From an optimization exercise on the open Yosys and OpenROAD flow, aimed at small area; shortcuts taken in it are not production practice. The RTL was checked by simulation tests, not by an equivalence proof against the original design.

==> lagoon <==
Design rgb2ycrcb, start of the top module:
module rgb2ycrcb(clk, rst, r, g, b, y, cr, cb);
	input        clk;
	input        rst;
	input  [9:0] r, g, b;
	output reg [9:0] y, cr, cb;
	reg [31:0] pa;
	reg [33:0] pb;
	reg rst1, rst2;
	wire kill = rst | rst1 | rst2;
	wire x1;
	gxn ux1 (.a(r[0]), .b(g[0]), .y(x1));
	wire c2;
	assign c2 = (r[0] | ~g[0]);
	wire i3;
	assign i3 = ~g[1];
	wire s4;
	wire c5;
	fa us4 (.a(r[1]), .b(i3), .c(c2), .s(s4), .co(c5));
	wire i6;
	assign i6 = ~g[2];
	wire s7;
	wire c8;
	fa us7 (.a(r[2]), .b(i6), .c(c5), .s(s7), .co(c8));
	wire i9;
	assign i9 = ~g[3];
	wire s10;
	wire c11;
	fa us10 (.a(r[3]), .b(i9), .c(c8), .s(s10), .co(c11));
	wire i12;
	assign i12 = ~g[4];
	wire s13;
	wire c14;
	fa us13 (.a(r[4]), .b(i12), .c(c11), .s(s13), .co(c14));
	wire i15;
	assign i15 = ~g[5];
	wire s16;
	wire c17;
	fa us16 (.a(r[5]), .b(i15), .c(c14), .s(s16), .co(c17));
	wire i18;
	assign i18 = ~g[6];
	wire s19;
	wire c20;
	fa us19 (.a(r[6]), .b(i18), .c(c17), .s(s19), .co(c20));
	wire i21;
	assign i21 = ~g[7];
	wire s22;
	wire c23;
	fa us22 (.a(r[7]), .b(i21), .c(c20), .s(s22), .co(c23));
	wire i24;
	assign i24 = ~g[8];
	wire s25;
	wire c26;
	fa us25 (.a(r[8]), .b(i24), .c(c23), .s(s25), .co(c26));
	wire i27;
	assign i27 = ~g[9];
	wire s28;
	wire c29;
	fa us28 (.a(r[9]), .b(i27), .c(c26), .s(s28), .co(c29));
	wire x30;
	gxn ux30 (.a(b[0]), .b(g[0]), .y(x30));
	wire c31;
	assign c31 = (b[0] & ~g[0]);
	wire s32;
	wire c33;
	fa us32 (.a(b[1]), .b(i3), .c(c31), .s(s32), .co(c33));
	wire s34;
	wire c35;
	fa us34 (.a(b[2]), .b(i6), .c(c33), .s(s34), .co(c35));
	wire s36;
	wire c37;
	fa us36 (.a(b[3]), .b(i9), .c(c35), .s(s36), .co(c37));
	wire s38;
	wire c39;
	fa us38 (.a(b[4]), .b(i12), .c(c37), .s(s38), .co(c39));
	wire s40;
	wire c41;
	fa us40 (.a(b[5]), .b(i15), .c(c39), .s(s40), .co(c41));
  ...
clock: 6.0 ns
lec_check: 0
cap_margin: 20
core_margin: 2
core_utilization: 82
gpl_timing_driven: 0
slew_margin: 20
synth_hierarchical: 1
synth_minimum_keep_size: 0
standard.sh (not shown) runs the stock make flow with config.mk's settings and CLKGATE_MAP_FILE= SYNTH_SCRIPT=/design/flow/synth_recipe.tcl, a recipe that flattens the netlist after the stock synthesis.
==> flow/flow/run.sh <==
#!/bin/bash
# Standard ORFS layout with two changes: small port buffers, and a clock tree of small
# buffers without dummy loads.
set -euo pipefail
bash standard.sh \
  "BUFFER_PORTS_ARGS=-buffer_cell sky130_fd_sc_hd__buf_1" \
  "CTS_ARGS=-sink_clustering_enable -repair_clock_nets -buf_list sky130_fd_sc_hd__clkbuf_8 -dont_use_dummy_load" \
  finish > make_finish.log 2>&1
==> indigo (differences from lagoon) <==
CORE_UTILIZATION = 70   (was 82)
==> ember (differences from lagoon) <==
CORE_UTILIZATION = 75   (was 82)
==> notes.md <==
lagoon completed with no timing, DRC or antenna violations. indigo completed with no timing, DRC or antenna violations. ember ran to the end with no violations.
Of indigo and lagoon, indigo has the higher non-clock buffer count (gap 1).
Clock skew: ember > indigo > lagoon.
Synthesized cell count is the same in lagoon and indigo.
Via count: indigo < ember < lagoon.
Cell area, lowest first: ember, lagoon, indigo.
Of indigo and ember, ember has the higher worst setup slack (gap 0.0063 ns).
In flip-flop and latch count, lagoon and indigo do not differ.
The highest routed wire length belongs to lagoon, the lowest to indigo.
Of indigo and lagoon, indigo has the higher die area (gap about 16%, measured against lagoon).
Of indigo and ember, indigo has the higher critical path depth (gap 1).

* * *

==> run A <==
rgb2ycrcb, a different RTL version from the one above (not shown whole).
Settings: LEC_CHECK=0, CAP_MARGIN=20, CORE_MARGIN=2, CORE_UTILIZATION=75, GPL_TIMING_DRIVEN=0, SLEW_MARGIN=20, SYNTH_HIERARCHICAL=1, SYNTH_MINIMUM_KEEP_SIZE=0; clock period 6.0 ns.
Scripts as last shown in full above: flow/flow/run.sh
==> inputs of run K, as changes to run A <==
==> flow/flow/run.sh (replaced) <==
#!/bin/bash
# Standard ORFS layout with two changes: small port buffers, and a clock tree of small
# buffers without dummy loads.
set -euo pipefail
bash standard.sh \
  "BUFFER_PORTS_ARGS=-buffer_cell sky130_fd_sc_hd__buf_1" \
  "CTS_ARGS=-sink_clustering_enable -repair_clock_nets -buf_list sky130_fd_sc_hd__clkbuf_16 -dont_use_dummy_load" \
  finish > make_finish.log 2>&1
==> inputs of run P, as changes to run A <==
==> flow/flow/run.sh (replaced) <==
#!/bin/bash
# Standard ORFS layout with two changes: small port buffers, and a clock tree of small
# buffers without dummy loads.
set -euo pipefail
bash standard.sh \
  "BUFFER_PORTS_ARGS=-buffer_cell sky130_fd_sc_hd__buf_1" \
  "CTS_ARGS=-sink_clustering_enable -repair_clock_nets -buf_list sky130_fd_sc_hd__clkbuf_8 -sink_clustering_size 30 -sink_clustering_max_diameter 200 -sink_clustering_levels 1 -dont_use_dummy_load" \
  finish > make_finish.log 2>&1
==> notes.md <==
----------------------------------------------------
[Run status]
  Outcome ... timing/DRC/antenna clean

[Routing]
  M1 WL ... 3.82 mm
  Wire length on met3 ... 429 µm
  Met2 wire length ... 5.87 mm

[STA]
  Fin Clk Skew ... 0.0456 ns

----------------------------------------------------
(the above is from run A)
==> notes.md <==
----------------------------------------------------
[Routing]
  Wire length on met3 ... 578 µm
  M1 WL ... 3.91 mm
  Met2 wire length ... 6.37 mm

[Run status]
  Outcome ... timing/DRC/antenna clean

[STA]
  Fin Clk Skew ... 0.0232 ns

----------------------------------------------------
(the above is from run K)
==> notes.md <==
----------------------------------------------------
[Routing]
  M1 WL ... 3.82 mm
  Met2 wire length ... 5.87 mm
  Wire length on met3 ... 429 µm

[STA]
  Fin Clk Skew ... 0.0456 ns

[Run status]
  Outcome ... timing/DRC/antenna clean

[Setup path]
  Most numerous cell on the critical path ... fa_1

----------------------------------------------------
(the above is from run P)

## port drivers added, routing unchanged
The results above use ideal ports. As a check the final layouts listed here were re-extracted and re-timed, cells and wires unchanged.
Step 1 (the two cells are an assumption about what drives the block):
set clk [get_ports {clk}]
set_driving_cell -lib_cell sky130_fd_sc_hd__clkbuf_16 $clk
set_driving_cell -lib_cell sky130_fd_sc_hd__buf_2 [delete_from_list [all_inputs] $clk]
Step 2 moves the port delays by t, midway between the first and last clock arrival at a register: inputs arrive t later, outputs are due t later. That takes back most of the time a late clock gives input paths.
Slacks: ideal / step 1 / step 2; pairs: ideal / step 1.
| run | t (ns) | setup WS [ns] | latest minus earliest clock arrival (ns) |
|---|---|---|---|
| lagoon | 0.387 | 0.240 / 0.240 / 0.240 | 0.032 / 0.031 |
| indigo | 0.374 | 0.281 / 0.281 / 0.281 | 0.039 / 0.039 |
| ember | 0.387 | 0.288 / 0.288 / 0.288 | 0.037 / 0.037 |
| run A | 0.384 | 0.217 / 0.217 / 0.217 | 0.047 / 0.046 |
| run K | 0.367 | 0.228 / 0.228 / 0.228 | 0.024 / 0.024 |
| run P | 0.384 | 0.217 / 0.217 / 0.217 | 0.047 / 0.046 |
After both steps every run listed still meets setup and hold.
